From an optimization exercise on the open Yosys and OpenROAD flow, aimed at a short achievable clock period and few clock cycles; shortcuts taken in it are not production practice.
In this exercise RTL edits were held to simulation tests only and were not proved equivalent to the original.
Power and IR drop assume default switching activity.

**flow/run.sh**
```bash
#!/bin/bash
# synth_recipe.tcl (not shown) runs the flow's synth.tcl, then flattens the netlist and writes it again
# the make line also repeats each setting of config.mk as NAME=value (left out here)
make -C /OpenROAD-flow-scripts/flow DESIGN_CONFIG=/design/flow/config.mk WORK_HOME=/design/flow/orfs CLKGATE_MAP_FILE= SYNTH_SCRIPT=/design/flow/synth_recipe.tcl finish
```
**flow/config.mk**
```make
export PLATFORM = sky130hd
export DESIGN_NAME = mips_multi_cycle
export DESIGN_NICKNAME = mips_multi_cycle
export VERILOG_FILES = /design/flow/design.v
export SDC_FILE = /design/flow/constraint.sdc
export NUM_CORES = 4
export LEC_CHECK = 0
export ABC_CLOCK_PERIOD_IN_PS = 2500
export CAP_MARGIN = 20
export CORE_MARGIN = 2
export CORE_UTILIZATION = 45
export CTS_CLUSTER_SIZE = 40
export PLACE_DENSITY = 0.65
export SETUP_SLACK_MARGIN = 4.7
export SLEW_MARGIN = 20
export SYNTH_HIERARCHICAL = 1
```
**flow/constraint.sdc**
```tcl
create_clock -name core_clock -period 7.5 [get_ports {clk}]
set_input_delay 1.5000 -clock core_clock [delete_from_list [all_inputs] [get_ports {clk}]]
set_output_delay 1.5000 -clock core_clock [all_outputs]
set_load 0.01 [all_outputs]
```
**flow/design.v**
```verilog
module pfx_pg (gh, ph, gl, pl, g, p);
  input gh, ph, gl, pl;
  output g, p;
  assign g = gh | (ph & gl);
  assign p = ph & pl;
endmodule
module pfx_g (gh, ph, gl, g);
  input gh, ph, gl;
  output g;
  assign g = gh | (ph & gl);
endmodule
module pfx_tree (g0, p0, c);
  input [31:0] g0, p0;
  output [31:0] c;
  wire [31:0] g [0:5];
  wire [31:0] p [0:5];
  assign g[0] = g0;
  assign p[0] = p0;
  genvar l, i;
  generate
    for (l = 0; l < 5; l = l + 1) begin : lv
      for (i = 0; i < 32; i = i + 1) begin : bt
        if (i >= (2 << l)) begin : pg
          pfx_pg n (g[l][i], p[l][i], g[l][i - (1 << l)], p[l][i - (1 << l)], g[l+1][i], p[l+1][i]);
        end else if (i >= (1 << l)) begin : go
          pfx_g n (g[l][i], p[l][i], g[l][i - (1 << l)], g[l+1][i]);
          assign p[l+1][i] = p[l][i];
        end else begin : th
          assign g[l+1][i] = g[l][i];
          assign p[l+1][i] = p[l][i];
        end
      end
    end
  endgenerate
  assign c = g[5];
endmodule
module add32 (a, b, s);
  input [31:0] a, b;
  output [31:0] s;
  wire [31:0] p0 = a ^ b;
  wire [31:0] c;
  pfx_tree t (a & b, p0, c);
  assign s = p0 ^ {c[30:0], 1'b0};
endmodule
module sub32 (a, b, s, ltu);
  input [31:0] a, b;
  output [31:0] s;
  output ltu;
  wire [31:0] nb = ~b;
  wire [31:0] p0 = a ^ nb;
  wire [31:0] g0 = a & nb;
  wire [31:0] c;
  pfx_tree t ({g0[31:1], a[0] | nb[0]}, p0, c);
  assign s = p0 ^ {c[30:0], 1'b1};
  assign ltu = ~c[31];
endmodule
module addw (a, b, s, co);
  parameter W = 16;
  parameter L = 4;
  input [W-1:0] a, b;
  output [W-1:0] s;
  output co;
  wire [W-1:0] g [0:L];
  wire [W-1:0] p [0:L];
  assign g[0] = a & b;
  assign p[0] = a ^ b;
  genvar l, i;
  generate
    for (l = 0; l < L; l = l + 1) begin : lv
      for (i = 0; i < W; i = i + 1) begin : bt
        if (i >= (2 << l)) begin : pg
          pfx_pg n (g[l][i], p[l][i], g[l][i - (1 << l)], p[l][i - (1 << l)], g[l+1][i], p[l+1][i]);
        end else if (i >= (1 << l)) begin : go
          pfx_g n (g[l][i], p[l][i], g[l][i - (1 << l)], g[l+1][i]);
          assign p[l+1][i] = p[l][i];
        end else begin : th
          assign g[l+1][i] = g[l][i];
          assign p[l+1][i] = p[l][i];
        end
      end
    end
  endgenerate
  assign s = p[0] ^ {g[L][W-2:0], 1'b0};
  assign co = g[L][W-1];
endmodule
module mips_multi_cycle (rst, clk, memwrite, memread, adr, inst, writedata);
  input rst, clk;
  output [31:0] adr, writedata;
  input [31:0] inst;
  output memread, memwrite;
  localparam [5:0] OP_R = 6'h00, OP_J = 6'h02, OP_JAL = 6'h03, OP_BEQ = 6'h04, OP_JR = 6'h06,
                   OP_ADDI = 6'h09, OP_SLTI = 6'h0A, OP_LW = 6'h23, OP_SW = 6'h2B;
  reg [31:0] adr_q, wdata_q, pc_f;
  reg        memwrite_q, memread_q, mcyc;
  reg        m_lw;
  reg [4:0]  m_rt;
  reg        e_v;
  reg [31:0] e_a, e_b, e_sd, e_bt;
  reg        e_fa, e_fb, e_fsd;                   
  reg        e_add, e_sub, e_and, e_or, e_slt;    
  reg        e_lw, e_sw, e_beq, e_jr;
  reg [4:0]  e_wr;
  reg [31:0] R;
  reg [4:0]  w_rd;
  reg [31:0] rf [1:31];
  localparam ICK = 4;
  localparam ICN = 1 << ICK;
  reg             ic_v   [0:ICN-1];
  reg [12:ICK+2]  ic_tag [0:ICN-1];
  reg [31:0]      ic_d   [0:ICN-1];
  reg             ic_fill;
  reg             icp_hit;
  reg [31:0]      icp_word;
  wire [31:0]     pc4_f   = pc_f + 32'd4;
  wire [ICK-1:0]  ic_idx  = pc_f[ICK+1:2];
  wire [ICK-1:0]  icn_idx = pc4_f[ICK+1:2];
  wire            icn_hit = ic_v[icn_idx] && (ic_tag[icn_idx] == pc4_f[12:ICK+2]) &&
                            (pc4_f[31:13] == 19'd0);
  wire            icc_hit = ic_v[ic_idx] && (ic_tag[ic_idx] == pc_f[12:ICK+2]) &&
                            (pc_f[31:13] == 19'd0);
  wire [31:0] fw = mcyc ? icp_word : inst;
  wire [5:0] f_op = fw[31:26];
  wire [5:0] f_fn = fw[5:0];
  wire [4:0] f_rs = fw[25:21];
  wire [4:0] f_rt = fw[20:16];
  wire [4:0] f_rd = fw[15:11];
  wire f_isR    = f_op == OP_R;
  wire f_isJ    = f_op == OP_J;
  wire f_isJAL  = f_op == OP_JAL;
  wire f_isBEQ  = f_op == OP_BEQ;
  wire f_isJR   = f_op == OP_JR;
  wire f_isADDI = f_op == OP_ADDI;
  wire f_isSLTI = f_op == OP_SLTI;
  wire f_isLW   = f_op == OP_LW;
  wire f_isSW   = f_op == OP_SW;
  wire f_use_rs  = f_isR | f_isADDI | f_isSLTI | f_isLW | f_isSW | f_isBEQ | f_isJR;
  wire f_use_rtb = f_isR | f_isBEQ;           
  wire f_imm     = f_isADDI | f_isSLTI | f_isLW | f_isSW;
  wire [4:0] f_wr = f_isR ? f_rd :
                    (f_isADDI | f_isSLTI | f_isLW) ? f_rt :
                    f_isJAL ? 5'd31 : 5'd0;
  wire f_sub = f_isR && (f_fn == 6'h23);
  wire f_or  = f_isR && (f_fn == 6'h25);
  wire f_slt = (f_isR && (f_fn == 6'h2A)) || f_isSLTI;
  wire f_add = (f_isR && (f_fn == 6'h20)) || !(f_isR || f_isSLTI);
  wire f_and = f_isR && !(f_fn == 6'h20 || f_fn == 6'h23 || f_fn == 6'h25 || f_fn == 6'h2A);
  wire [31:0] f_sext = {{16{fw[15]}}, fw[15:0]};
  wire [15:0] bt_lo;
  wire        bt_c;
  addw #(16) BTA (pc4_f[17:2], fw[15:0], bt_lo, bt_c);
  wire [13:0] pc_hi   = pc4_f[31:18];
  wire [13:0] pc_hi_p = pc_hi + 14'd1;
  wire [13:0] pc_hi_m = pc_hi - 14'd1;
  wire [13:0] bt_hi = (bt_c && !fw[15]) ? pc_hi_p : (!bt_c && fw[15]) ? pc_hi_m : pc_hi;
  wire [31:0] f_btarget = {bt_hi, bt_lo, 2'b00};
  wire f_bsame = f_isBEQ && (f_rs == f_rt);     
  wire [31:0] f_jtarget = {pc4_f[31:28], fw[25:0], 2'b00};
  wire [4:0] e_wr_alu = (e_v && !e_lw) ? e_wr : 5'd0;     
  wire [4:0] e_wr_ld  = (e_v &&  e_lw) ? e_wr : 5'd0;     
  wire fE_rs = (e_wr_alu != 5'd0) && (e_wr_alu == f_rs);
  wire fE_rt = (e_wr_alu != 5'd0) && (e_wr_alu == f_rt);
  wire lu_rs = (e_wr_ld != 5'd0) && (e_wr_ld == f_rs);
  wire lu_rt = (e_wr_ld != 5'd0) && (e_wr_ld == f_rt);
  wire fW_rs = (w_rd != 5'd0) && (w_rd == f_rs);
  wire fW_rt = (w_rd != 5'd0) && (w_rd == f_rt);
  wire fM_rs = m_lw && (m_rt != 5'd0) && (m_rt == f_rs);
  wire fM_rt = m_lw && (m_rt != 5'd0) && (m_rt == f_rt);
  wire [4:0] i_rs = inst[25:21], i_rt = inst[20:16];
  wire [4:0] c_rs = icp_word[25:21], c_rt = icp_word[20:16];
  wire [31:0] rfi_rs = (i_rs == 5'd0) ? 32'd0 : rf[i_rs];
  wire [31:0] rfi_rt = (i_rt == 5'd0) ? 32'd0 : rf[i_rt];
  wire [31:0] rfc_rs = (c_rs == 5'd0) ? 32'd0 : rf[c_rs];
  wire [31:0] rfc_rt = (c_rt == 5'd0) ? 32'd0 : rf[c_rt];
  wire [31:0] rf_rs = mcyc ? rfc_rs : rfi_rs;
  wire [31:0] rf_rt = mcyc ? rfc_rt : rfi_rt;
  wire [31:0] rs_val = fW_rs ? R : fM_rs ? inst : rf_rs;
  wire [31:0] rt_val = fW_rt ? R : fM_rt ? inst : rf_rt;
  wire [31:0] r31_val = (w_rd == 5'd31) ? R : (m_lw && m_rt == 5'd31) ? inst : rf[31];
  wire f_jr31 = f_isJR && (f_rs == 5'd31) && !fE_rs;
  wire f_lu = (lu_rs && f_use_rs) || (lu_rt && (f_use_rtb || f_isSW));
  wire [31:0] opA = e_fa ? R : e_a;
  wire [31:0] opB = e_fb ? R : e_b;
  wire [31:0] sd  = e_fsd ? R : e_sd;
  wire c_ab = !e_fa && !e_fb;
  wire c_rb =  e_fa && !e_fb;
  wire c_ar = !e_fa &&  e_fb;
  wire c_rr =  e_fa &&  e_fb;
  wire [31:0] add_ab, add_rb, add_ar, sub_ab, sub_rb, sub_ar;
  wire        ltu_ab, ltu_rb, ltu_ar;
  add32 ADD_AB (e_a, e_b, add_ab);
  add32 ADD_RB (R, e_b, add_rb);
  add32 ADD_AR (e_a, R, add_ar);
  sub32 SUB_AB (e_a, e_b, sub_ab, ltu_ab);
  sub32 SUB_RB (R, e_b, sub_rb, ltu_rb);
  sub32 SUB_AR (e_a, R, sub_ar, ltu_ar);
  wire [31:0] add_r = ({32{c_ab}} & add_ab) | ({32{c_rb}} & add_rb) |
                      ({32{c_ar}} & add_ar) | ({32{c_rr}} & {R[30:0], 1'b0});
  wire [31:0] sub_r = ({32{c_ab}} & sub_ab) | ({32{c_rb}} & sub_rb) | ({32{c_ar}} & sub_ar);
  wire        ltu   = (c_ab & ltu_ab) | (c_rb & ltu_rb) | (c_ar & ltu_ar);
  wire        eq    = (c_ab & (e_a == e_b)) | (c_rb & (R == e_b)) | (c_ar & (e_a == R)) | c_rr;
  wire [31:0] result = ({32{e_add}} & add_r) | ({32{e_sub}} & sub_r) |
                       ({32{e_and}} & (opA & opB)) | ({32{e_or}} & (opA | opB)) |
                       {31'd0, e_slt & ltu};
  wire redirE = e_v && ((e_beq && eq) || e_jr);
  wire [31:0] tE = e_jr ? opA : e_bt;
  wire e_mem = e_v && (e_lw || e_sw);
  wire fetch_ok = mcyc ? icp_hit : 1'b1;
  wire accept = fetch_ok && !f_lu;           
  wire f_jmp = f_isJ || f_isJAL || f_jr31 || f_bsame;
  wire [31:0] pc_seq = !accept ? pc_f :
                       (f_isJ || f_isJAL) ? f_jtarget :
                       f_jr31 ? r31_val :
                       f_bsame ? f_btarget : pc4_f;
  wire [31:0] pc_next = redirE ? tE : pc_seq;
  wire seq  = accept && !f_jmp;      
  wire hold = !accept;               
  integer i;
  always @(posedge clk) begin
    if (rst) begin
      adr_q <= 32'd0;
      pc_f <= 32'd0;
      memwrite_q <= 1'b0;
      memread_q <= 1'b1;
      mcyc <= 1'b0;
      m_lw <= 1'b0;
      e_v <= 1'b0;
      w_rd <= 5'd0;
      for (i = 1; i < 32; i = i + 1) rf[i] <= 32'd0;
      for (i = 0; i < ICN; i = i + 1) ic_v[i] <= 1'b0;
      ic_fill <= 1'b0;
      icp_hit <= 1'b0;
    end else begin
      pc_f <= pc_next;
      adr_q <= redirE ? tE : e_mem ? add_r : pc_seq;
      mcyc <= e_mem;
      memwrite_q <= e_v && e_sw;
      memread_q <= !(e_v && e_sw);
      m_lw <= e_v && e_lw;
      e_v <= accept && !redirE;
      w_rd <= (e_v && !e_lw) ? e_wr : 5'd0;
      ic_fill <= mcyc && !icp_hit;
      if (!mcyc && ic_fill && pc_f[31:13] == 19'd0) ic_v[ic_idx] <= 1'b1;
      icp_hit <= !redirE && ((icn_hit && seq) || (icc_hit && hold));
      if (m_lw && m_rt != 5'd0) rf[m_rt] <= inst;
      else if (w_rd != 5'd0) rf[w_rd] <= R;
    end
  end
  always @(posedge clk) begin
    m_rt <= e_wr;
    wdata_q <= sd;
    e_a <= f_isJAL ? pc4_f : rs_val;
    e_b <= f_isJAL ? 32'd0 : f_imm ? f_sext : rt_val;
    e_sd <= rt_val;
    e_fa <= fE_rs && !f_isJAL;
    e_fb <= fE_rt && !f_isJAL && !f_imm;
    e_fsd <= fE_rt;
    e_bt <= f_btarget;
    e_add <= f_add;
    e_sub <= f_sub;
    e_and <= f_and;
    e_or  <= f_or;
    e_slt <= f_slt;
    e_lw <= f_isLW;
    e_sw <= f_isSW;
    e_beq <= f_isBEQ && !f_bsame;
    e_jr <= f_isJR && !f_jr31;
    e_wr <= f_wr;
    R <= result;
    if (!rst && !mcyc && ic_fill) begin
      ic_tag[ic_idx] <= pc_f[12:ICK+2];
      ic_d[ic_idx] <= inst;
    end
    icp_word <= hold ? ic_d[ic_idx] : ic_d[icn_idx];
  end
  assign adr = adr_q;
  assign writedata = wdata_q;
  assign memwrite = memwrite_q;
  assign memread = memread_q;
endmodule
```
==> out/metrics.cfg, run 1 <==
[grt]
track_usage=0.6397
grt_overflow=3
grt_max_degree=69

[floorplanning]
boundaryPins=100
floorplan.rows=198
die_h_um=545.8
dieWidth_um=545.8
start_util=0.4531

[clock_network]
cts.sinks=1984
ctsHtreeMaxLevel=4
root_buffer=clkbuf_16
cts_buffers=219
clock_path_buffers=4
ctsHoldBuffers=0

[synth]
syn_area_um2=132100
synth_cells=9871
syn_avg_cell_area_um2=13.38
ys_warn_count=9

[placement]
gp_congestion=1.020
portBuffers=99
dp_hpwl_um=338400

[outcome]
status=aborted with a tool error
lastStage=global routing
tool.error=[ERROR GRT-0232] Routing congestion too high. Check the congestion heatmap in the GUI.

-- per-layer routing --
layer	GRT usage	overflow
met5	0.4963	0
met4	0.5871	2
met3	0.5723	1
met2	0.7430	0
met1	0.6278	0
-- worst max path at each step --
| stage | from | endpoint |
|---|---|---|
| after CTS | pc_f[12] | adr_q[31] |
| after detailed placement | inst[15] | adr_q[31] |
| after global placement | inst[15] | adr_q[31] |
| after floorplan | inst[1] | adr_q[31] |
-- repair_timing --
item / CTS
setup buffers: 1045
pin swaps: 402
gates cloned: 345
setup endpoints to repair: 2964
gates resized for setup: 3131
-- through the flow --
stage	area, um^2	power, uW	instances	setup WS (ps)
after CTS	176900	44070	15059	3294
after detailed placement	138400	28940	13262	1508
after global placement	138300	28920	13259	1517
after floorplan	136800	23730	9902	2839
-- power groups by stage --
stage / Sequential [uW] / Clock, uW / Combinational (uW)
after CTS: 13200 / 11300 / 19600
after detailed placement: 13600 / 0 / 15400
after global placement: 13600 / 0 / 15400
after floorplan: 13000 / 0 / 10700
Testbench counts, summed over its fixed seeds: cycles 62,382.
==> run 2, diff against run 1 <==
--- a/flow/config.mk
+++ b/flow/config.mk
@@ -8,9 +8,8 @@
 export ABC_CLOCK_PERIOD_IN_PS = 2500
 export CAP_MARGIN = 20
 export CORE_MARGIN = 2
-export CORE_UTILIZATION = 45
-export CTS_CLUSTER_SIZE = 40
-export PLACE_DENSITY = 0.65
+export CORE_UTILIZATION = 35
+export PLACE_DENSITY = 0.5
 export SETUP_SLACK_MARGIN = 4.7
 export SLEW_MARGIN = 20
 export SYNTH_HIERARCHICAL = 1
==> run 2 against run 1 <==
Against the previous run: the layout now fails its checks (capacitance limit, slew limit); area after synthesis unchanged; synthesized cell count unchanged.
==> out/metrics.cfg, run 2 <==
[outcome]
status=complete, but fails checks
layout.failed_checks=capacitance limit, slew limit

[floorplanning]
dieWidth_um=618.4
start_util=0.3518
dieArea_um2=382400
die_h_um=618.4
boundaryPins=100
floorplan.rows=225
core_um2=375500

[placement]
gp_congestion=0.9752
dp_hpwl_um=380000
portBuffers=99

[worst_setup_path]
r2r-start=pc_f[13]
r2r_slack_ps=3200
end_kind=register
startpoint_type=input pin
startpoint=inst[10]
arrival_ps=5130
crit_type=input pin to register
required_ps=8320
worstPathMaxFanout=11

[cells_and_area]
layout_common_cells=mux4_2 (1709), edfxtp_1 (1648), nor2_4 (861), a21o_1 (815), and2_1 (584)
largestRegisters=rf x1024, ic_d x512, ic_tag x112
max_flop_register=rf
largest_register_ffs=1024
layout_commonest_cell=mux4_2
layout.nets=11555
drive_above_1_share=0.5344
syn_to_final_growth_pct=43.97

[clock_network]
path_clk_slew_ps=60
root_buffer=clkbuf_16
clock_latency_ps=1040
ctsHtreeMaxLevel=4
ctsHoldBuffers=0
cts.sinks=1984
cts_tree=yes
clock_path_buffers=4
cts_buffers=232

[route]
drt-initial-drc-count=23493
post_drt_via_cell_ratio=7.263
drcViolationCount=0
firstDrtPassIters=17
vias=120304
routed_wl_um=805100
antenna_left=0
wire_per_inst_um=48.60

[synth]
syn_area_um2=132100
ys_warn_count=9
syn_avg_cell_area_um2=13.38
synth_cells=9871

[power_and_ir_drop]
p_leak_uw=0.07294
seq_power_share=0.282
pwr_density_cell_nw_per_um2=248.6
combPwrFrac=0.469
p_sw_frac=0.3946
p_int_uw=28630
peakVddDrop_uv=230.4
power.net_switching_uw=18660
pwr-share-clk=0.249

[sta]
slew_headroom=-0.05163
final_max_slew_viol_count=34
tightestPinTransition_ps=1544
hold_viol=0
hold_slack_ps=460.6
fmax_mhz=231.9
setup-tns-final_ps=0
post-route-period-util=0.5750
setup_viol=0
finalClockSkew_ps=136.8
rsz0062_at_grt=yes
period_minus_slack_ps=4313

[grt]
grt_max_degree=67
grt_pass1_wl_um=1012000
grt_antenna_before_repair=67
grt_pass1_vias=109231
grt_overflow=0
track_usage=0.3953

[worst_hold_path]
hold_class=register to register
min-delay-start=e_sd[29]

[run]
max_cap_violations=2

[run 2: area by class of cell]
| type | count | area, um^2 |
|---|---|---|
| Fill cell | 30621 | 185300 |
| Multi-Input combinational cell | 6849 | 85220 |
| Sequential cell | 1984 | 56640 |
| Timing Repair Buffer | 2038 | 33630 |
| Tap cell | 4994 | 6248 |
| Clock buffer | 297 | 6207 |
| Clock inverter | 128 | 1303 |
| Inverter | 202 | 780.7 |
| Antenna cell | 73 | 182.7 |
[run 2: worst paths after layout]
check,endpoint,cells past startpoint
worst max register to register,pc_f[31],16
worst min-delay path,wdata_q[29],1
worst min register to register,wdata_q[29],1
worst max-delay path,pc_f[31],15
[run 2: power by group through the flow]
stage | registers, uW | logic [uW] | clock network (uW)
global route | 13300 | 22300 | 12100
global placement | 13500 | 15900 | 0
floorplan | 13000 | 10700 | 0
detailed placement | 13600 | 15900 | 0
CTS | 13200 | 20000 | 11700
finish | 13300 | 22200 | 11800
[run 2: timing repair]
| item | in CTS | in global routing |
|---|---|---|
| gates resized for setup | 3100 | 2024 |
| pin swaps | 310 | 291 |
| gates cloned | 339 | 51 |
| buffers inserted | 1007 | 271 |
| setup endpoints to repair | 2848 | 2446 |
[run 2: per-layer routing]
metal / share of wire / vias to the layer above / GRT usage
li1: - / 41996 / -
met1: 0.32 / 61010 / 0.4442
met2: 0.39 / 12546 / 0.5481
met3: 0.16 / 4605 / 0.2122
met4: 0.11 / 147 / 0.3132
met5: 0.0078 / - / 0.07816
[run 2: worst max-delay path: stages]
cell,delay [ps]
dlygate4sd2_1,330
buf_12,190
mux2_4,330
ha_4,310
and2_4,160
and2_4,150
and2_4,130
a21o_4,160
nand2_4,80
a211o_1,270
or4_4,500
and2_4,190
or4b_4,540
a21oi_2,140
o311ai_1,110
[run 2: per-stage QoR]
stage	cells	worst slack, ps	power [uW]	instance area (um^2)	utilization
after global routing	16524	3110	47690	190100	0.5062
after detailed placement	14399	1382	29430	140200	0.3732
after floorplan	9902	2839	23730	136800	-
after global placement	14392	1318	29460	140000	0.3729
after CTS	16170	3181	44940	178300	0.4748
final	16565	3187	47290	190200	0.5065
==> run 3, diff against run 2 <==
--- a/flow/design.v
+++ b/flow/design.v
@@ -83,6 +83,36 @@
   assign s = p[0] ^ {g[L][W-2:0], 1'b0};
   assign co = g[L][W-1];
 endmodule
+module addw1 (a, b, s, co);
+  parameter W = 16;
+  parameter L = 4;
+  input [W-1:0] a, b;
+  output [W-1:0] s;
+  output co;
+  wire [W-1:0] g [0:L];
+  wire [W-1:0] p [0:L];
+  wire [W-1:0] x = a ^ b;
+  assign g[0] = {a[W-1:1] & b[W-1:1], a[0] | b[0]};
+  assign p[0] = x;
+  genvar l, i;
+  generate
+    for (l = 0; l < L; l = l + 1) begin : lv
+      for (i = 0; i < W; i = i + 1) begin : bt
+        if (i >= (2 << l)) begin : pg
+          pfx_pg n (g[l][i], p[l][i], g[l][i - (1 << l)], p[l][i - (1 << l)], g[l+1][i], p[l+1][i]);
+        end else if (i >= (1 << l)) begin : go
+          pfx_g n (g[l][i], p[l][i], g[l][i - (1 << l)], g[l+1][i]);
+          assign p[l+1][i] = p[l][i];
+        end else begin : th
+          assign g[l+1][i] = g[l][i];
+          assign p[l+1][i] = p[l][i];
+        end
+      end
+    end
+  endgenerate
+  assign s = x ^ {g[L][W-2:0], 1'b1};
+  assign co = g[L][W-1];
+endmodule
 module mips_multi_cycle (rst, clk, memwrite, memread, adr, inst, writedata);
   input rst, clk;
   output [31:0] adr, writedata;
@@ -92,6 +122,8 @@
                    OP_ADDI = 6'h09, OP_SLTI = 6'h0A, OP_LW = 6'h23, OP_SW = 6'h2B;
   reg [31:0] adr_q, wdata_q, pc_f;
   reg        memwrite_q, memread_q, mcyc;
+  reg        mc_wh, mc_wl, mc_rs, mc_rt;        
+  reg [31:1] wen;                               
   reg        m_lw;
   reg [4:0]  m_rt;
   reg        e_v;
@@ -99,6 +131,9 @@
   reg        e_fa, e_fb, e_fsd;                   
   reg        e_add, e_sub, e_and, e_or, e_slt;    
   reg        e_lw, e_sw, e_beq, e_jr;
+  reg        e_mem1, e_mem2;                      
+  reg        e_rp;                                
+  reg [31:0] e_pc;
   reg [4:0]  e_wr;
   reg [31:0] R;
   reg [4:0]  w_rd;
@@ -118,7 +153,8 @@
                             (pc4_f[31:13] == 19'd0);
   wire            icc_hit = ic_v[ic_idx] && (ic_tag[ic_idx] == pc_f[12:ICK+2]) &&
                             (pc_f[31:13] == 19'd0);
-  wire [31:0] fw = mcyc ? icp_word : inst;
+  wire [31:0] fw = {mc_wh ? icp_word[31:16] : inst[31:16],
+                    mc_wl ? icp_word[15:0] : inst[15:0]};
   wire [5:0] f_op = fw[31:26];
   wire [5:0] f_fn = fw[5:0];
   wire [4:0] f_rs = fw[25:21];
@@ -147,16 +183,17 @@
   wire [31:0] f_sext = {{16{fw[15]}}, fw[15:0]};
   wire [15:0] bt_lo;
   wire        bt_c;
-  addw #(16) BTA (pc4_f[17:2], fw[15:0], bt_lo, bt_c);
-  wire [13:0] pc_hi   = pc4_f[31:18];
+  addw1 #(16, 4) BTA (pc_f[17:2], fw[15:0], bt_lo, bt_c);
+  wire [13:0] pc_hi   = pc_f[31:18];
   wire [13:0] pc_hi_p = pc_hi + 14'd1;
   wire [13:0] pc_hi_m = pc_hi - 14'd1;
   wire [13:0] bt_hi = (bt_c && !fw[15]) ? pc_hi_p : (!bt_c && fw[15]) ? pc_hi_m : pc_hi;
   wire [31:0] f_btarget = {bt_hi, bt_lo, 2'b00};
   wire f_bsame = f_isBEQ && (f_rs == f_rt);     
   wire [31:0] f_jtarget = {pc4_f[31:28], fw[25:0], 2'b00};
-  wire [4:0] e_wr_alu = (e_v && !e_lw) ? e_wr : 5'd0;     
-  wire [4:0] e_wr_ld  = (e_v &&  e_lw) ? e_wr : 5'd0;     
+  wire e_go = e_v && !e_rp;                                
+  wire [4:0] e_wr_alu = (e_go && !e_lw) ? e_wr : 5'd0;    
+  wire [4:0] e_wr_ld  = (e_go &&  e_lw) ? e_wr : 5'd0;    
   wire fE_rs = (e_wr_alu != 5'd0) && (e_wr_alu == f_rs);
   wire fE_rt = (e_wr_alu != 5'd0) && (e_wr_alu == f_rt);
   wire lu_rs = (e_wr_ld != 5'd0) && (e_wr_ld == f_rs);
@@ -165,14 +202,10 @@
   wire fW_rt = (w_rd != 5'd0) && (w_rd == f_rt);
   wire fM_rs = m_lw && (m_rt != 5'd0) && (m_rt == f_rs);
   wire fM_rt = m_lw && (m_rt != 5'd0) && (m_rt == f_rt);
-  wire [4:0] i_rs = inst[25:21], i_rt = inst[20:16];
-  wire [4:0] c_rs = icp_word[25:21], c_rt = icp_word[20:16];
-  wire [31:0] rfi_rs = (i_rs == 5'd0) ? 32'd0 : rf[i_rs];
-  wire [31:0] rfi_rt = (i_rt == 5'd0) ? 32'd0 : rf[i_rt];
-  wire [31:0] rfc_rs = (c_rs == 5'd0) ? 32'd0 : rf[c_rs];
-  wire [31:0] rfc_rt = (c_rt == 5'd0) ? 32'd0 : rf[c_rt];
-  wire [31:0] rf_rs = mcyc ? rfc_rs : rfi_rs;
-  wire [31:0] rf_rt = mcyc ? rfc_rt : rfi_rt;
+  wire [4:0] r_rs = mc_rs ? icp_word[25:21] : inst[25:21];
+  wire [4:0] r_rt = mc_rt ? icp_word[20:16] : inst[20:16];
+  wire [31:0] rf_rs = (r_rs == 5'd0) ? 32'd0 : rf[r_rs];
+  wire [31:0] rf_rt = (r_rt == 5'd0) ? 32'd0 : rf[r_rt];
   wire [31:0] rs_val = fW_rs ? R : fM_rs ? inst : rf_rs;
   wire [31:0] rt_val = fW_rt ? R : fM_rt ? inst : rf_rt;
   wire [31:0] r31_val = (w_rd == 5'd31) ? R : (m_lw && m_rt == 5'd31) ? inst : rf[31];
@@ -201,11 +234,11 @@
   wire [31:0] result = ({32{e_add}} & add_r) | ({32{e_sub}} & sub_r) |
                        ({32{e_and}} & (opA & opB)) | ({32{e_or}} & (opA | opB)) |
                        {31'd0, e_slt & ltu};
-  wire redirE = e_v && ((e_beq && eq) || e_jr);
-  wire [31:0] tE = e_jr ? opA : e_bt;
-  wire e_mem = e_v && (e_lw || e_sw);
+  wire redirE = e_v && (e_rp || (e_beq && eq) || e_jr);
+  wire [31:0] tE = e_rp ? e_pc : e_jr ? opA : e_bt;
+  wire e_mem = e_go && (e_lw || e_sw);
   wire fetch_ok = mcyc ? icp_hit : 1'b1;
-  wire accept = fetch_ok && !f_lu;           
+  wire accept = fetch_ok;                    
   wire f_jmp = f_isJ || f_isJAL || f_jr31 || f_bsame;
   wire [31:0] pc_seq = !accept ? pc_f :
                        (f_isJ || f_isJAL) ? f_jtarget :
@@ -222,6 +255,11 @@
       memwrite_q <= 1'b0;
       memread_q <= 1'b1;
       mcyc <= 1'b0;
+      mc_wh <= 1'b0;
+      mc_wl <= 1'b0;
+      mc_rs <= 1'b0;
+      mc_rt <= 1'b0;
+      wen <= 31'd0;
       m_lw <= 1'b0;
       e_v <= 1'b0;
       w_rd <= 5'd0;
@@ -233,16 +271,21 @@
       pc_f <= pc_next;
       adr_q <= redirE ? tE : e_mem ? add_r : pc_seq;
       mcyc <= e_mem;
-      memwrite_q <= e_v && e_sw;
-      memread_q <= !(e_v && e_sw);
-      m_lw <= e_v && e_lw;
+      mc_wh <= (e_go && e_lw) || (e_go && e_sw);
+      mc_wl <= e_go && (e_lw ^ e_sw);    
+      mc_rs <= e_go && e_mem1;
+      mc_rt <= e_go && e_mem2;
+      for (i = 1; i < 32; i = i + 1) wen[i] <= e_go && (e_wr == i);
+      memwrite_q <= e_go && e_sw;
+      memread_q <= !(e_go && e_sw);
+      m_lw <= e_go && e_lw;
       e_v <= accept && !redirE;
-      w_rd <= (e_v && !e_lw) ? e_wr : 5'd0;
+      w_rd <= (e_go && !e_lw) ? e_wr : 5'd0;
       ic_fill <= mcyc && !icp_hit;
       if (!mcyc && ic_fill && pc_f[31:13] == 19'd0) ic_v[ic_idx] <= 1'b1;
       icp_hit <= !redirE && ((icn_hit && seq) || (icc_hit && hold));
-      if (m_lw && m_rt != 5'd0) rf[m_rt] <= inst;
-      else if (w_rd != 5'd0) rf[w_rd] <= R;
+      for (i = 1; i < 32; i = i + 1)
+        if (wen[i]) rf[i] <= m_lw ? inst : R;
     end
   end
   always @(posedge clk) begin
@@ -264,6 +307,10 @@
     e_sw <= f_isSW;
     e_beq <= f_isBEQ && !f_bsame;
     e_jr <= f_isJR && !f_jr31;
+    e_rp <= f_lu;
+    e_mem1 <= f_isLW | f_isSW;
+    e_mem2 <= f_isLW ^ f_isSW;
+    e_pc <= pc_f;
     e_wr <= f_wr;
     R <= result;
     if (!rst && !mcyc && ic_fill) begin
--- a/flow/config.mk
+++ b/flow/config.mk
@@ -10,6 +10,6 @@
 export CORE_MARGIN = 2
 export CORE_UTILIZATION = 35
 export PLACE_DENSITY = 0.5
-export SETUP_SLACK_MARGIN = 4.7
+export SETUP_SLACK_MARGIN = 4.2
 export SLEW_MARGIN = 20
 export SYNTH_HIERARCHICAL = 1
==> run 3 against run 2 <==
Against the previous run: largest cell class unchanged; largest power group is now the clock network; global-route usage up 3.1 points; the run now finishes clean; area after synthesis shrank 14%; non-clock buffer count down 531; register-to-register slack gained 370 ps; highest routed layer unchanged; fmax is 9.3% higher; sequential power shrank 11%; via count shrank 5.2%.
==> out/metrics.cfg, run 3 <==
[placement]
placed_cells=15220
placed_area_um2=121900
place_ws_ps=968.7
portBuffers=99
gp_congestion=1.061
dp_hpwl_um=479300

[worst_hold_path]
hold_class=register to register
hold_depth=0
min_to=e_pc[1]
min-delay-start=pc_f[1]

[floorplanning]
boundaryPins=100
die_h_um=573.7
floorplan.rows=209
core_um2=323500
dieArea_um2=329100
start_util=0.3512
dieWidth_um=573.7

[cells_and_area]
largest_register_ffs=992
finalInstanceArea_um2=145900
final_cells=16607
fill_cells=30380
max_flop_register=rf
drive_above_1_share=0.2743
layout.nets=12268
seqCellArea_um2=47150
largestRegisters=rf x992, ic_d x512, ic_tag x112
multi_input_area_um2=67960
final_util=0.4510
layout_commonest_cell=dfxtp_1
layout_common_cells=dfxtp_1 (1251), nor2_1 (1192), a211oi_1 (1046), buf_4 (894), a21o_1 (813)
syn_to_final_growth_pct=28.41

[synth]
syn_avg_cell_area_um2=9.979
syn_area_um2=113600
synth_cells=11384
ys_warn_count=42

[route]
drt-initial-drc-count=18558
antenna_left=0
wire_per_inst_um=44.25
drcViolationCount=0
vias=114050
routed_wl_um=734900
post_drt_via_cell_ratio=6.868
firstDrtPassIters=9

[sta]
finalWorstSetupSlack_ps=3554
post-route-period-util=0.5261
setup-tns-final_ps=0
period_minus_slack_ps=3946
finalClockSkew_ps=138.8
slew_headroom=0.1414
fmax_mhz=253.4
final_max_slew_viol_count=0
tightestPinTransition_ps=1288
setup_viol=0
hold_viol=0
rsz0062_at_grt=yes

[clock_network]
clock_path_buffers=4
root_buffer=clkbuf_16
cts_buffers=229
ctsHoldBuffers=0
path_clk_slew_ps=60
cts.sinks=2022
clock_latency_ps=990
ctsHtreeMaxLevel=4
cts_tree=yes

[grt]
grt_pass1_vias=104444
track_usage=0.4266
grt_overflow=0
grt_max_degree=181
grt_pass1_wl_um=962600
grt_antenna_before_repair=83

[worst_setup_path]
rr_worst_depth=13
crit_type=input pin to register
required_ps=8210
end_kind=register
worstPathMaxFanout=8
r2r-start=mc_rt
r2r_end=e_sd[22]
arrival_ps=4650
r2r_slack_ps=3570
startpoint_type=input pin

[power_and_ir_drop]
pwr_density_cell_nw_per_um2=211.0
peakVddDrop_uv=242.5
p_leak_uw=0.05608

[run]
max_cap_violations=0

[outcome]
status=no timing/DRC/antenna violations

-- run 3: how the worst max path moves through the flow --
stage / from / endpoint / slack, ps / cells past startpoint
2_1_floorplan: inst[0] / adr_q[30] / 3200 / 17
4_1_cts: mc_wl / adr_q[26] / 3870 / 15
5_1_grt: mc_rt / e_b[22] / 3640 / 14
3_3_place_gp: inst[24] / e_a[24] / 750 / 10
3_5_place_dp: inst[24] / e_a[19] / 970 / 11
6_report: inst[20] / e_sd[22] / 3550 / 13
-- run 3: metrics by stage --
stage               power, uW  hold slack [ps]
floorplan               15400            329.0
CTS                     30220            353.2
global placement        17600            341.0
finish                  30790            355.7
detailed placement      17610            339.3
global route            31370            362.6
-- run 3: where the power goes --
part           internal [uW]  switching (uW)
clock network           6970            5100
logic                   2670            4280
registers              11400             346
-- run 3: what timing repair did --
| item | CTS | global route |
|---|---|---|
| resized for setup | 1231 | 514 |
| pin swaps | 270 | 266 |
| gates cloned | 37 | 13 |
| endpoints found under the setup margin | 667 | 365 |
| buffers inserted | 608 | 229 |
-- run 3: per-layer routing --
metal / global-route usage / vias to the layer above / part of all wire
met3: 0.1549 / 3182 / 0.12
met1: 0.5167 / 56683 / 0.37
li1: - / 44833 / -
met2: 0.6071 / 9286 / 0.41
met5: 0.01607 / - / 0.0016
met4: 0.3398 / 66 / 0.10
-- run 3: layout make-up --
cell class                      count  share of cell area
Sequential cell                  2022              0.3233
Timing Repair Buffer             1507              0.1136
Antenna cell                       73            0.001252
Multi-Input combinational cell   8093              0.4659
Inverter                          165            0.004332
Clock buffer                      303             0.04449
Clock inverter                    119             0.01010
Tap cell                         4325             0.03710
-- run 3: critical path, stage by stage --
cell,delay [ps]
buf_16,130
mux2i_4,280
buf_4,170
buf_6,90
buf_12,150
a221oi_4,60
buf_12,180
buf_4,150
a221oi_2,310
and4_1,280
nand4_1,520
a222oi_1,580
inv_1,200
Testbench counts of run 3, summed over its fixed seeds: cycles 62,511.
==> run 4, diff against run 3 <==
--- a/flow/design.v
+++ b/flow/design.v
@@ -113,6 +113,29 @@
   assign s = x ^ {g[L][W-2:0], 1'b1};
   assign co = g[L][W-1];
 endmodule
+module mux32 (d, s, y);
+  input [31:0] d;
+  input [4:0] s;
+  output y;
+  wire [7:0] l1;
+  wire [1:0] l2;
+  genvar i;
+  generate
+    for (i = 0; i < 8; i = i + 1) begin : m1
+      mux4 m (d[4*i+3:4*i], s[1:0], l1[i]);
+    end
+    for (i = 0; i < 2; i = i + 1) begin : m2
+      mux4 m (l1[4*i+3:4*i], s[3:2], l2[i]);
+    end
+  endgenerate
+  assign y = s[4] ? l2[1] : l2[0];
+endmodule
+module mux4 (d, s, y);
+  input [3:0] d;
+  input [1:0] s;
+  output y;
+  assign y = s[1] ? (s[0] ? d[3] : d[2]) : (s[0] ? d[1] : d[0]);
+endmodule
 module mips_multi_cycle (rst, clk, memwrite, memread, adr, inst, writedata);
   input rst, clk;
   output [31:0] adr, writedata;
@@ -204,10 +227,25 @@
   wire fM_rt = m_lw && (m_rt != 5'd0) && (m_rt == f_rt);
   wire [4:0] r_rs = mc_rs ? icp_word[25:21] : inst[25:21];
   wire [4:0] r_rt = mc_rt ? icp_word[20:16] : inst[20:16];
-  wire [31:0] rf_rs = (r_rs == 5'd0) ? 32'd0 : rf[r_rs];
-  wire [31:0] rf_rt = (r_rt == 5'd0) ? 32'd0 : rf[r_rt];
-  wire [31:0] rs_val = fW_rs ? R : fM_rs ? inst : rf_rs;
-  wire [31:0] rt_val = fW_rt ? R : fM_rt ? inst : rf_rt;
+  wire [31:0] rf_rs, rf_rt;
+  genvar gb, gr;
+  generate
+    for (gb = 0; gb < 32; gb = gb + 1) begin : rd
+      wire [31:0] col;                  
+      assign col[0] = 1'b0;
+      for (gr = 1; gr < 32; gr = gr + 1) begin : c
+        assign col[gr] = rf[gr][gb];
+      end
+      mux32 RS (col, r_rs, rf_rs[gb]);
+      mux32 RT (col, r_rt, rf_rt[gb]);
+    end
+  endgenerate
+  wire        a_rf = !f_isJAL && !fW_rs && !fM_rs;
+  wire        b_rf = !f_isJAL && !f_imm && !fW_rt && !fM_rt;
+  wire        s_rf = !fW_rt && !fM_rt;
+  wire [31:0] a_other = f_isJAL ? pc4_f : fW_rs ? R : inst;
+  wire [31:0] b_other = f_isJAL ? 32'd0 : f_imm ? f_sext : fW_rt ? R : inst;
+  wire [31:0] s_other = fW_rt ? R : inst;
   wire [31:0] r31_val = (w_rd == 5'd31) ? R : (m_lw && m_rt == 5'd31) ? inst : rf[31];
   wire f_jr31 = f_isJR && (f_rs == 5'd31) && !fE_rs;
   wire f_lu = (lu_rs && f_use_rs) || (lu_rt && (f_use_rtb || f_isSW));
@@ -291,9 +329,9 @@
   always @(posedge clk) begin
     m_rt <= e_wr;
     wdata_q <= sd;
-    e_a <= f_isJAL ? pc4_f : rs_val;
-    e_b <= f_isJAL ? 32'd0 : f_imm ? f_sext : rt_val;
-    e_sd <= rt_val;
+    e_a <= a_rf ? rf_rs : a_other;
+    e_b <= b_rf ? rf_rt : b_other;
+    e_sd <= s_rf ? rf_rt : s_other;
     e_fa <= fE_rs && !f_isJAL;
     e_fb <= fE_rt && !f_isJAL && !f_imm;
     e_fsd <= fE_rt;
--- a/flow/config.mk
+++ b/flow/config.mk
@@ -6,10 +6,10 @@
 export NUM_CORES = 4
 export LEC_CHECK = 0
 export ABC_CLOCK_PERIOD_IN_PS = 2500
-export CAP_MARGIN = 20
+export CAP_MARGIN = 40
 export CORE_MARGIN = 2
 export CORE_UTILIZATION = 35
 export PLACE_DENSITY = 0.5
 export SETUP_SLACK_MARGIN = 4.2
-export SLEW_MARGIN = 20
+export SLEW_MARGIN = 40
 export SYNTH_HIERARCHICAL = 1
==> run 4 against run 3 <==
Against the previous run: still clean on timing, DRC and antenna; synthesized cell count shrank 12%; wire length fell by 33%; via count is 20% lower; combinational power increased by 37%; count of clock-buffer cells in the layout increased by 5; worst setup slack improved by 130 ps; final cell count decreased by 11%; register-to-register slack better by 160 ps; area after synthesis rose by 0.98%; critical endpoint is now adr_q[25]; highest routed layer unchanged.
==> out/metrics.cfg, run 4 <==
[outcome]
status=no timing/DRC/antenna violations

[placement]
portBuffers=99
gp_congestion=0.9751
dp_hpwl_um=319400

[worst_setup_path]
r2r_slack_ps=3730
required_ps=8280
rr_worst_depth=19
crit_chain=clkdlybuf4s15_2 -> mux2i_4 -> buf_12 -> inv_8 -> ha_4 -> and2_4 -> and2_4 -> and2_4 -> a21o_4 -> clkinv_8 -> buf_8 -> nor4_4 -> a2bb2oi_2 -> xor2_1 -> mux2i_1 -> nor2_1 -> nor3_1 -> o32ai_1
critPathBufInv=5
arrival_ps=4590
cp_slowest_stage_delay_ps=330
cp_slowest_cell=nor4_4
r2r_end=adr_q[25]
startpoint_type=input pin
end_kind=register
cp_top_family=simple AND/OR/NAND/NOR gates
crit_top_cell=and2_4
crit_type=input pin to register
worstPathMaxFanout=12
r2r-start=mc_wl

[clock_network]
cts.sinks=2022
cts_buffers=223
ctsHoldBuffers=0
root_buffer=clkbuf_16
clock_latency_ps=950
clock_path_buffers=4
cts_tree=yes
path_clk_slew_ps=60
ctsHtreeMaxLevel=4

[sta]
final_max_slew_viol_count=0
tightestPinTransition_ps=944.5
finalClockSkew_ps=104.4
slew_headroom=0.3680
setup_viol=0
period_minus_slack_ps=3814
hold_viol=0
fmax_mhz=262.2
rsz0062_at_grt=yes
setup-tns-final_ps=0
post-route-period-util=0.5085

[cells_and_area]
layout_commonest_cell=dfxtp_1
seqCellArea_um2=47160
max_flop_register=rf
layout_common_cells=dfxtp_1 (1247), nor2_1 (1193), mux4_2 (1063), a211oi_1 (1025), a21o_1 (823)
drive_above_1_share=0.2713
multi_input_area_um2=66880
fill_cells=30527
largestRegisters=rf x992, ic_d x512, ic_tag x112
syn_to_final_growth_pct=19.72
layout.nets=10536
final_util=0.4205
largest_register_ffs=992

[grt]
track_usage=0.2898
grt_overflow=0
grt_max_degree=128
grt_pass1_wl_um=690000
grt_antenna_before_repair=40
grt_pass1_vias=88157

[power_and_ir_drop]
peakVddDrop_uv=285.6
pwr_density_cell_nw_per_um2=242.1
fin_total_pwr_uw=33250
p_leak_uw=0.05289

[route]
vias=91357
antenna_left=0
wire_per_inst_um=33.41
post_drt_via_cell_ratio=6.154
routed_wl_um=495900
drt-initial-drc-count=11232
drcViolationCount=0
firstDrtPassIters=6

[floorplanning]
core_um2=326600
die_h_um=576.5
dieWidth_um=576.5
start_util=0.3512
boundaryPins=100
dieArea_um2=332400
floorplan.rows=210

[synth]
synth_cells=10064
syn_area_um2=114700
syn_avg_cell_area_um2=11.40
ys_warn_count=10

[worst_hold_path]
min_to=e_pc[0]
min-delay-start=pc_f[0]
hold_class=register to register
hold_depth=0

[run]
max_cap_violations=0

[run 4: repair_timing]
action,in CTS,in global routing
buffers inserted,195,115
gates cloned,57,10
setup endpoints to repair,550,347
pin swaps,74,75
resized for setup,780,249
[run 4: cell type report]
type	instances	area share
Antenna cell	23	0.0004191
Clock buffer	308	0.04605
Clock inverter	108	0.009657
Inverter	157	0.004491
Multi-Input combinational cell	7101	0.4870
Sequential cell	2022	0.3434
Tap cell	4346	0.03959
Timing Repair Buffer	781	0.06944
[run 4: worst register-to-register path, stage by stage (launching register included)]
cell and delay (ps):
dfxtp_4 370, buf_6 220, mux2i_4 370, inv_2 80, inv_2 80, ha_4 140
inv_2 50, a21o_1 170, a21o_1 190, a21o_1 220, a21o_4 290, clkinv_8 90
buf_8 110, and4_4 250, a2bb2oi_2 160, xor2_1 200, mux2i_1 100, nor2_1 170
nor3_1 70, o32ai_1 300
[run 4: how the worst max path moves through the flow]
stage,endpoint,slack [ps],depth (start not counted),start
after global routing,adr_q[28],3560,16,inst[1]
after global placement,adr_q[29],1340,16,inst[11]
after CTS,adr_q[29],3760,16,inst[1]
final,adr_q[25],3690,18,inst[15]
after floorplan,e_b[5],2130,8,inst[16]
after detailed placement,adr_q[29],1370,16,inst[11]
[run 4: through the flow]
| step | setup slack [ps] | hold WS [ps] | area, um^2 | std cells |
|---|---|---|---|---|
| 6_report | 3686 | 374.3 | 137300 | 14846 |
| 5_1_grt | 3561 | 379.5 | 137300 | 14839 |
| 4_1_cts | 3760 | 371.1 | 135000 | 14698 |
| 3_5_place_dp | 1369 | 365.9 | 121900 | 14030 |
| 3_3_place_gp | 1335 | 362.6 | 121100 | 13986 |
| 2_1_floorplan | 2134 | 329.0 | 115700 | 10127 |
[run 4: routing by layer]
metal  vias up  wire length (um)  GRT usage
li1      38837                 -          -
met1     46923            204000     0.3906
met2      4565            222700     0.4483
met3      1018             41860    0.05404
met4        14             27330     0.1399
met5         -                86          0
[run 4: power breakdown]
group / switching (uW) / internal (uW)
Clock: 4840 / 6760
Combinational: 5190 / 4320
Sequential: 580 / 11600
Testbench counts of run 4, summed over its fixed seeds: cycles 62,511.
==> run 5, diff against run 4 <==
--- a/flow/design.v
+++ b/flow/design.v
@@ -212,7 +212,6 @@
   wire [13:0] pc_hi_m = pc_hi - 14'd1;
   wire [13:0] bt_hi = (bt_c && !fw[15]) ? pc_hi_p : (!bt_c && fw[15]) ? pc_hi_m : pc_hi;
   wire [31:0] f_btarget = {bt_hi, bt_lo, 2'b00};
-  wire f_bsame = f_isBEQ && (f_rs == f_rt);     
   wire [31:0] f_jtarget = {pc4_f[31:28], fw[25:0], 2'b00};
   wire e_go = e_v && !e_rp;                                
   wire [4:0] e_wr_alu = (e_go && !e_lw) ? e_wr : 5'd0;    
@@ -277,11 +276,10 @@
   wire e_mem = e_go && (e_lw || e_sw);
   wire fetch_ok = mcyc ? icp_hit : 1'b1;
   wire accept = fetch_ok;                    
-  wire f_jmp = f_isJ || f_isJAL || f_jr31 || f_bsame;
+  wire f_jmp = f_isJ || f_isJAL || f_jr31;
   wire [31:0] pc_seq = !accept ? pc_f :
                        (f_isJ || f_isJAL) ? f_jtarget :
-                       f_jr31 ? r31_val :
-                       f_bsame ? f_btarget : pc4_f;
+                       f_jr31 ? r31_val : pc4_f;
   wire [31:0] pc_next = redirE ? tE : pc_seq;
   wire seq  = accept && !f_jmp;      
   wire hold = !accept;               
@@ -343,7 +341,7 @@
     e_slt <= f_slt;
     e_lw <= f_isLW;
     e_sw <= f_isSW;
-    e_beq <= f_isBEQ && !f_bsame;
+    e_beq <= f_isBEQ;
     e_jr <= f_isJR && !f_jr31;
     e_rp <= f_lu;
     e_mem1 <= f_isLW | f_isSW;
==> run 5 against run 4 <==
Against the previous run: non-clock buffer count decreased by 65; sequential share of layout area increased by 0.33 points; core utilization decreased by 0.17 points; design area decreased by 1.0%; register-to-register slack improved by 400 ps; hold slack improved by 74 ps; worst setup slack improved by 440 ps; first-iteration DRC count decreased by 8.0%; via count decreased by 2.0%; critical endpoint is now adr_q[8]; highest routed layer unchanged.
==> out/metrics.cfg, run 5 <==
[outcome]
status=no timing/DRC/antenna violations

[sta]
tightestPinTransition_ps=997.4
rsz0062_at_grt=yes
hold_viol=0
finalWorstSetupSlack_ps=4126
fmax_mhz=296.3
finalClockSkew_ps=73.71
slew_headroom=0.3303
setup_viol=0
post-route-period-util=0.4499
final_max_slew_viol_count=0
period_minus_slack_ps=3374
setup-tns-final_ps=0

[clock_network]
cts_buffers=219
clock_path_buffers=4
clock_latency_ps=920
ctsHoldBuffers=0
ctsHtreeMaxLevel=4
cts_tree=yes
cts.sinks=2022
path_clk_slew_ps=60
root_buffer=clkbuf_16

[worst_setup_path]
critPathBufInv=2
cp_slowest_stage_delay_ps=680
worstPathMaxFanout=77
crit_top_cell=buf_12
arrival_ps=4130
startpoint_type=register
crit_type=register to register
required_ps=8260
end_kind=register
cp_slowest_cell=dfxtp_4
crit_chain=buf_12 -> nor4b_1 -> nand3_1 -> a31oi_4 -> buf_12 -> nand2_1 -> a21oi_1
cp_top_family=simple AND/OR/NAND/NOR gates

[floorplanning]
boundaryPins=100
die_h_um=575.3
core_um2=324500
dieArea_um2=331000
dieWidth_um=575.3
floorplan.rows=209
start_util=0.3521

[grt]
grt_max_degree=199
track_usage=0.2871
grt_overflow=0
grt_pass1_vias=86829
grt_pass1_wl_um=680400
grt_antenna_before_repair=36

[cells_and_area]
largest_register_ffs=992
max_flop_register=rf
largestRegisters=rf x992, ic_d x512, ic_tag x112
layout_commonest_cell=dfxtp_1
layout.nets=10343
fill_cells=30235
syn_to_final_growth_pct=18.96
layout_common_cells=dfxtp_1 (1261), nor2_1 (1230), mux4_2 (1064), a211oi_1 (1024), a21o_1 (852)
drive_above_1_share=0.2619

[placement]
dp_hpwl_um=308300
portBuffers=99
place_ws_ps=1800
gp_congestion=0.9798

[synth]
ys_warn_count=10
syn_area_um2=114300
synth_cells=9924
syn_avg_cell_area_um2=11.51

[power_and_ir_drop]
peakVddDrop_uv=180.3
p_leak_uw=0.05223
pwr_density_cell_nw_per_um2=210.5

[route]
routed_wl_um=490900
vias=89507
drt-initial-drc-count=10328
drcViolationCount=0
firstDrtPassIters=6
antenna_left=0
post_drt_via_cell_ratio=6.124
wire_per_inst_um=33.59

[worst_hold_path]
hold_class=register to register

[run]
max_cap_violations=0

-- run 5: path summary, 6_finish.rpt --
check | startpoint | end | slack (ps) | depth (start not counted)
max | e_fb | adr_q[8] | 4130 | 7
max reg2reg | e_fb | adr_q[8] | 4130 | 7
min | e_mem1 | mc_rs | 450 | 1
min reg2reg | e_mem1 | mc_rs | 450 | 1
-- run 5: per-layer routing --
layer | global-route usage | wire length, um | up-vias
met4 | 0.1560 | 30460 | 8
met5 | 0 | 52 | -
li1 | - | - | 38091
met2 | 0.4488 | 221300 | 4461
met1 | 0.3744 | 198400 | 45892
met3 | 0.05649 | 40650 | 1055
-- run 5: report_power, final --
part | switching [uW] | internal [uW] | total (uW)
Combinational | 2950 | 2210 | 5160
Clock | 4880 | 6970 | 11800
Sequential | 226 | 11400 | 11600
Total | 8060 | 20500 | 28600
-- run 5: metrics by stage --
step           instances  utilization  hold WS (ps)  cell area (um^2)  power, uW
2_1_floorplan       9987            -         325.8            115300      14910
3_3_place_gp       13833       0.3714         397.7            120500      16260
3_5_place_dp       13876       0.3738         400.7            121300      16320
4_1_cts            14477       0.4111         440.1            133400      28470
5_1_grt            14607       0.4187         450.1            135900      29390
6_report           14616       0.4188         448.6            135900      28600
-- run 5: layout make-up --
type	instances	area, um^2	area share
clock inverters	119	1684	0.01239
inverters	182	695.7	0.005119
diodes	18	45.04	0.0003314
repair buffers	716	8965	0.06596
clock buffers	282	6101	0.04489
multi-input cells	6952	65890	0.4848
flip-flops and latches	2022	47120	0.3467
well taps	4325	5411	0.03982
-- run 5: timing repair --
action	CTS	global route
pin swaps	37	24
buffers inserted	151	109
endpoints found under the setup margin	613	191
gates resized for setup	587	229
cloned	49	9
-- run 5: worst register-to-register path: cells and delay by family, from the launching register on --
kind | cells | cell delay [ps]
buffers and inverters | 2 | 820
AND/OR/NAND/NOR | 3 | 980
flip-flops | 1 | 680
AO/OA/AOI/OAI | 2 | 710
Testbench counts of run 5, summed over its fixed seeds: cycles 63,068.
==> run 6, diff against run 5 <==
--- a/flow/design.v
+++ b/flow/design.v
@@ -224,9 +224,7 @@
   wire fW_rt = (w_rd != 5'd0) && (w_rd == f_rt);
   wire fM_rs = m_lw && (m_rt != 5'd0) && (m_rt == f_rs);
   wire fM_rt = m_lw && (m_rt != 5'd0) && (m_rt == f_rt);
-  wire [4:0] r_rs = mc_rs ? icp_word[25:21] : inst[25:21];
-  wire [4:0] r_rt = mc_rt ? icp_word[20:16] : inst[20:16];
-  wire [31:0] rf_rs, rf_rt;
+  wire [31:0] rfi_rs, rfi_rt, rfc_rs, rfc_rt;
   genvar gb, gr;
   generate
     for (gb = 0; gb < 32; gb = gb + 1) begin : rd
@@ -235,10 +233,14 @@
       for (gr = 1; gr < 32; gr = gr + 1) begin : c
         assign col[gr] = rf[gr][gb];
       end
-      mux32 RS (col, r_rs, rf_rs[gb]);
-      mux32 RT (col, r_rt, rf_rt[gb]);
+      mux32 IRS (col, inst[25:21], rfi_rs[gb]);
+      mux32 IRT (col, inst[20:16], rfi_rt[gb]);
+      mux32 CRS (col, icp_word[25:21], rfc_rs[gb]);
+      mux32 CRT (col, icp_word[20:16], rfc_rt[gb]);
     end
   endgenerate
+  wire [31:0] rf_rs = mc_rs ? rfc_rs : rfi_rs;
+  wire [31:0] rf_rt = mc_rt ? rfc_rt : rfi_rt;
   wire        a_rf = !f_isJAL && !fW_rs && !fM_rs;
   wire        b_rf = !f_isJAL && !f_imm && !fW_rt && !fM_rt;
   wire        s_rf = !fW_rt && !fM_rt;
==> run 6 against run 5 <==
Against the previous run: synthesized cell count rose by 6.7%; via count rose by 16%; register-to-register slack improved by 30 ps; worst setup slack improved by 7.7 ps; hold slack got worse by 42 ps; sequential share of layout area fell by 4.3 points; count of clock-buffer cells in the layout rose by 40; critical path depth rose by 2; fmax rose by 0.23%; largest cell class unchanged.
==> out/metrics.cfg, run 6 <==
[sta]
post-route-period-util=0.4489
setup-tns-final_ps=0
rsz0062_at_grt=yes
setup_viol=0
slew_headroom=0.3526
period_minus_slack_ps=3367
final_max_slew_viol_count=0
hold_slack_ps=406.6
hold_viol=0
tightestPinTransition_ps=971.2
fmax_mhz=297.0
finalClockSkew_ps=133.3
finalWorstSetupSlack_ps=4133

[route]
drcViolationCount=0
routed_wl_um=578500
post_drt_via_cell_ratio=6.468
vias=104104
firstDrtPassIters=6
wire_per_inst_um=35.94
antenna_left=0
drt-initial-drc-count=14150

[worst_setup_path]
arrival_ps=4280
worstPathMaxFanout=24
end_kind=register
crit_type=input pin to register
startpoint_type=input pin
rr_worst_depth=11
required_ps=8410

[cells_and_area]
max_flop_register=rf
layout.nets=11182
layout_commonest_cell=mux4_2
largest_register_ffs=992
layout_common_cells=mux4_2 (1704), dfxtp_1 (1248), nor2_1 (1197), a211oi_1 (1039), a21o_1 (809)
largestRegisters=rf x992, ic_d x512, ic_tag x112
syn_to_final_growth_pct=19.34
drive_above_1_share=0.3183

[power_and_ir_drop]
p_int_uw=21520
pwr-share-clk=0.375
pwr_density_cell_nw_per_um2=201.6
combPwrFrac=0.250
power.net_switching_uw=9751
peakVddDrop_uv=260.9
p_sw_frac=0.3118
seq_power_share=0.374
p_leak_uw=0.05825

[floorplanning]
floorplan.rows=223
boundaryPins=100
die_h_um=613.4
core_um2=369400
dieWidth_um=613.4
start_util=0.3519
dieArea_um2=376300

[grt]
grt_max_degree=200
grt_pass1_vias=99496
grt_antenna_before_repair=37
grt_overflow=0
grt_pass1_wl_um=794100
track_usage=0.2966

[placement]
portBuffers=99
gp_congestion=0.9821
dp_hpwl_um=353500
place_ws_ps=2077

[synth]
ys_warn_count=10
syn_avg_cell_area_um2=12.28
syn_area_um2=130000
synth_cells=10584

[clock_network]
ctsHoldBuffers=0
path_clk_slew_ps=70
ctsHtreeMaxLevel=4
cts.sinks=2022
cts_buffers=230
clock_latency_ps=1020
clock_path_buffers=4
root_buffer=clkbuf_16
cts_tree=yes

[outcome]
status=no timing/DRC/antenna violations

[worst_hold_path]
hold_depth=0
hold_class=register to register

[run]
max_cap_violations=0

run 6: changes by cell type in the layout (fill, tap and decap cells not counted), sizes merged, moves of 36 or more:
cell	delta
nor3	+38
xnor2	-52
mux2i	+105
inv	-43
clkbuf	+62
o21ai	-36
a21o	-43
xor2	+49
buf	+73
mux4	+640
conb	+64
nor2	-47
run 6: worst max-delay path, stage by stage:
cell             delay (ps)
clkdlybuf4s50_1         450
buf_12                  190
o32a_1                  360
or2_2                   500
o21ai_0                 610
a21oi_1                 110
o21a_1                  160
o31ai_1                 230
o21a_1                  140
run 6: final timing paths:
check	start	endpoint	slack [ps]
setup / recovery	inst[29]	adr_q[19]	4130
hold / removal	pc_f[0]	e_pc[0]	410
setup reg to reg	R[5]	adr_q[30]	4160
hold reg to reg	pc_f[0]	e_pc[0]	410
run 6: stage by stage:
step / cell area [um^2] / total power (uW) / util / cells
2_1_floorplan: 131000 / 16310 / - / 10711
3_3_place_gp: 137100 / 18600 / 0.3710 / 15182
3_5_place_dp: 138100 / 18670 / 0.3739 / 15227
4_1_cts: 151600 / 30930 / 0.4104 / 15865
5_1_grt: 155100 / 32060 / 0.4198 / 16080
6_report: 155100 / 31270 / 0.4199 / 16095
run 6: area by class of cell:
type	count	area [um^2]
diodes	29	72.57
clock buffers	322	6536
clock inverters	94	1122
fillers	34332	214300
inverters	140	539.3
multi-input cells	7707	82160
flip-flops and latches	2022	47180
well taps	4950	6193
repair buffers	831	11330
run 6: layer usage:
layer | vias to the layer above | track usage | part of all wire
met1 | 53517 | 0.3884 | 0.38
li1 | 42570 | - | -
met3 | 1440 | 0.06968 | 0.10
met2 | 6567 | 0.4580 | 0.45
met5 | - | 0 | 0.00011
met4 | 10 | 0.1513 | 0.061
run 6: repair_timing:
item / in CTS / in global routing
buffers inserted: 165 / 170
resized for setup: 688 / 244
cloned: 57 / 29
setup endpoints to repair: 598 / 220
pin swaps: 27 / 43
run 6: power groups by stage:
stage / sequential [uW] / combinational (uW) / clock (uW)
6_report: 11700 / 7830 / 11700
5_1_grt: 11700 / 8090 / 12300
4_1_cts: 11700 / 7330 / 11900
3_5_place_dp: 12000 / 6650 / 0
3_3_place_gp: 12100 / 6520 / 0
2_1_floorplan: 12400 / 3940 / 0
Testbench counts of run 6, summed over its fixed seeds: cycles 63,068.
==> run 7, diff against run 6 <==
--- a/flow/config.mk
+++ b/flow/config.mk
@@ -9,7 +9,8 @@
 export CAP_MARGIN = 40
 export CORE_MARGIN = 2
 export CORE_UTILIZATION = 35
+export CTS_CLUSTER_SIZE = 24
 export PLACE_DENSITY = 0.5
-export SETUP_SLACK_MARGIN = 4.2
+export SETUP_SLACK_MARGIN = 4.4
 export SLEW_MARGIN = 40
 export SYNTH_HIERARCHICAL = 1
==> run 7 against run 6 <==
Against the previous run: clock skew decreased by 26 ps; core utilization rose by 1.7 points; wire length grew 1.0%; first-iteration DRC count grew 1.8%; critical path depth decreased by 2; non-clock buffer count grew 271; combinational power is 5.0% higher; via count up 1.7%; hold slack better by 29 ps; fmax shrank 3.3%; critical endpoint is now icp_hit; largest power group unchanged.
==> out/metrics.cfg, run 7 <==
[worst_setup_path]
cp_slowest_cell=dfxtp_1
required_ps=8410
cp_top_family=simple AND/OR/NAND/NOR gates
crit_type=register to register
crit_chain=and4_1 -> nand3_1 -> nor4_1 -> xnor2_1 -> and4b_1 -> a41oi_2 -> nor3_1
arrival_ps=4390
worstPathMaxFanout=11
cp_slowest_stage_delay_ps=730
r2r_slack_ps=4020
startpoint_type=register
critPathBufInv=0
end_kind=register

[outcome]
status=no timing/DRC/antenna violations

[cells_and_area]
layout.nets=11458
largest_register_ffs=992
finalInstanceArea_um2=161300
layout_common_cells=mux4_2 (1704), dfxtp_1 (1227), nor2_1 (1191), a211oi_1 (1036), a21o_1 (807)
largestRegisters=rf x992, ic_d x512, ic_tag x112
syn_to_final_growth_pct=24.05
fill_cells=33603
max_flop_register=rf
layout_commonest_cell=mux4_2
drive_above_1_share=0.3661

[grt]
grt_pass1_vias=101968
grt_pass1_wl_um=810300
grt_overflow=0
track_usage=0.3024
grt_antenna_before_repair=37
grt_max_degree=174

[sta]
fmax_mhz=287.2
hold_slack_ps=435.4
post-route-period-util=0.4643
hold_viol=0
finalClockSkew_ps=107.2
setup-tns-final_ps=0
rsz0062_at_grt=yes
setup_viol=0
slew_headroom=0.3338
final_max_slew_viol_count=0
period_minus_slack_ps=3482
tightestPinTransition_ps=992.1

[worst_hold_path]
hold_class=register to register

[power_and_ir_drop]
seq_power_share=0.370
pwr_density_cell_nw_per_um2=196.3
combPwrFrac=0.260
power.net_switching_uw=9942
peakVddDrop_uv=218.1
p_int_uw=21720
p_leak_uw=0.06040
pwr-share-clk=0.371
p_sw_frac=0.3140

[route]
drcViolationCount=0
drt-initial-drc-count=14409
antenna_left=0
routed_wl_um=584400
post_drt_via_cell_ratio=6.467
wire_per_inst_um=35.70
firstDrtPassIters=6
vias=105862

[clock_network]
cts_buffers=230
ctsHoldBuffers=0
clock_latency_ps=990
cts.sinks=2022
cts_tree=yes
ctsHtreeMaxLevel=4
root_buffer=clkbuf_16
path_clk_slew_ps=60
clock_path_buffers=4

[floorplanning]
dieArea_um2=376300
start_util=0.3519
core_um2=369400
floorplan.rows=223
die_h_um=613.4
boundaryPins=100
dieWidth_um=613.4

[placement]
portBuffers=99
gp_congestion=0.9700
dp_hpwl_um=355800
placed_area_um2=138200

[synth]
syn_avg_cell_area_um2=12.28
ys_warn_count=10
synth_cells=10584
syn_area_um2=130000

[run]
max_cap_violations=0

==> run 7: stage by stage <==
step	setup slack, ps	power [uW]	util	instances
4_1_cts	4166	31360	0.4258	16145
3_5_place_dp	2250	18640	0.3740	15235
5_1_grt	4088	32460	0.4365	16361
3_3_place_gp	1304	18580	0.3711	15188
2_1_floorplan	2281	16310	-	10711
6_report	4018	31660	0.4365	16370
==> run 7: area by class of cell <==
| cell class | instances | area [um^2] | share of cell area |
|---|---|---|---|
| tap | 4950 | 6193 | 0.03841 |
| clock inverter | 108 | 1169 | 0.007247 |
| clock buffer | 315 | 6553 | 0.04063 |
| inverter | 140 | 539.3 | 0.003344 |
| multi-input combinational | 7712 | 84420 | 0.5235 |
| antenna | 21 | 52.55 | 0.0003259 |
| timing repair buffer | 1102 | 15070 | 0.09343 |
| sequential | 2022 | 47260 | 0.2931 |
==> run 7: what timing repair did <==
| item | in CTS | in global routing |
|---|---|---|
| endpoints found under the hold margin | 0 | 0 |
| pin swaps | 119 | 159 |
| setup buffers | 385 | 177 |
| setup endpoints to repair | 798 | 512 |
| resized for setup | 1284 | 384 |
| cloned | 102 | 24 |
==> run 7: path summary, 6_finish.rpt <==
kind,from,endpoint,depth (start not counted)
max,pc_f[24],icp_hit,7
max reg2reg,pc_f[24],icp_hit,7
min reg2reg,pc_f[1],e_pc[1],0
min,pc_f[1],e_pc[1],0
==> run 7: layer usage <==
metal  track usage  wire length (um)  up-vias
met5             0               181        -
met4        0.1740             39710       26
met3       0.07243             61940     1645
met2        0.4589            258500     6924
met1        0.3943            224100    54135
li1              -                 -    43132
==> run 7: power by group through the flow <==
stage | clock, uW | combinational (uW) | sequential [uW]
after floorplan | 0 | 3940 | 12400
after global placement | 0 | 6440 | 12100
after detailed placement | 0 | 6550 | 12100
after CTS | 11900 | 7800 | 11700
after global routing | 12300 | 8500 | 11700
final | 11700 | 8220 | 11700

-- re-timing with driven ports --
How much do the figures lean on ideal ports? The routed layouts below were timed once more, with nothing changed but the port constraints. Step 1 sets driving cells, clkbuf_16 on the clock port and buf_2 on the other inputs (assumed; they add their load-dependent delay and slew). Step 2 adds t to the input delays and takes it off the output delays; t is the mean of the earliest and latest rising clock arrival at the registers after step 1. Input paths then give back, and output paths get back, about the clock's delay inside the block. Three values: ideal, step 1, step 2; two values: the first two.
run	shift t [ns]	slack for setup (ns)	slew at the worst register clock pin (ns)	cell pins on the clock port's net
run 2	1.087	3.187 / 3.204 / 2.193	0.09 / 0.09	1
run 3	1.033	3.554 / 3.542 / 2.509	0.07 / 0.07	1
run 4	0.994	3.686 / 3.733 / 2.754	0.07 / 0.07	1
run 5	0.992	4.126 / 4.123 / 3.131	0.08 / 0.08	1
run 6	1.050	4.133 / 3.950 / 2.900	0.07 / 0.07	1
run 7	1.034	4.018 / 3.985 / 2.950	0.08 / 0.08	1
The setup slack of run 6, which loses most, moves by -0.183 ns with the drivers and by -1.233 ns with both steps.
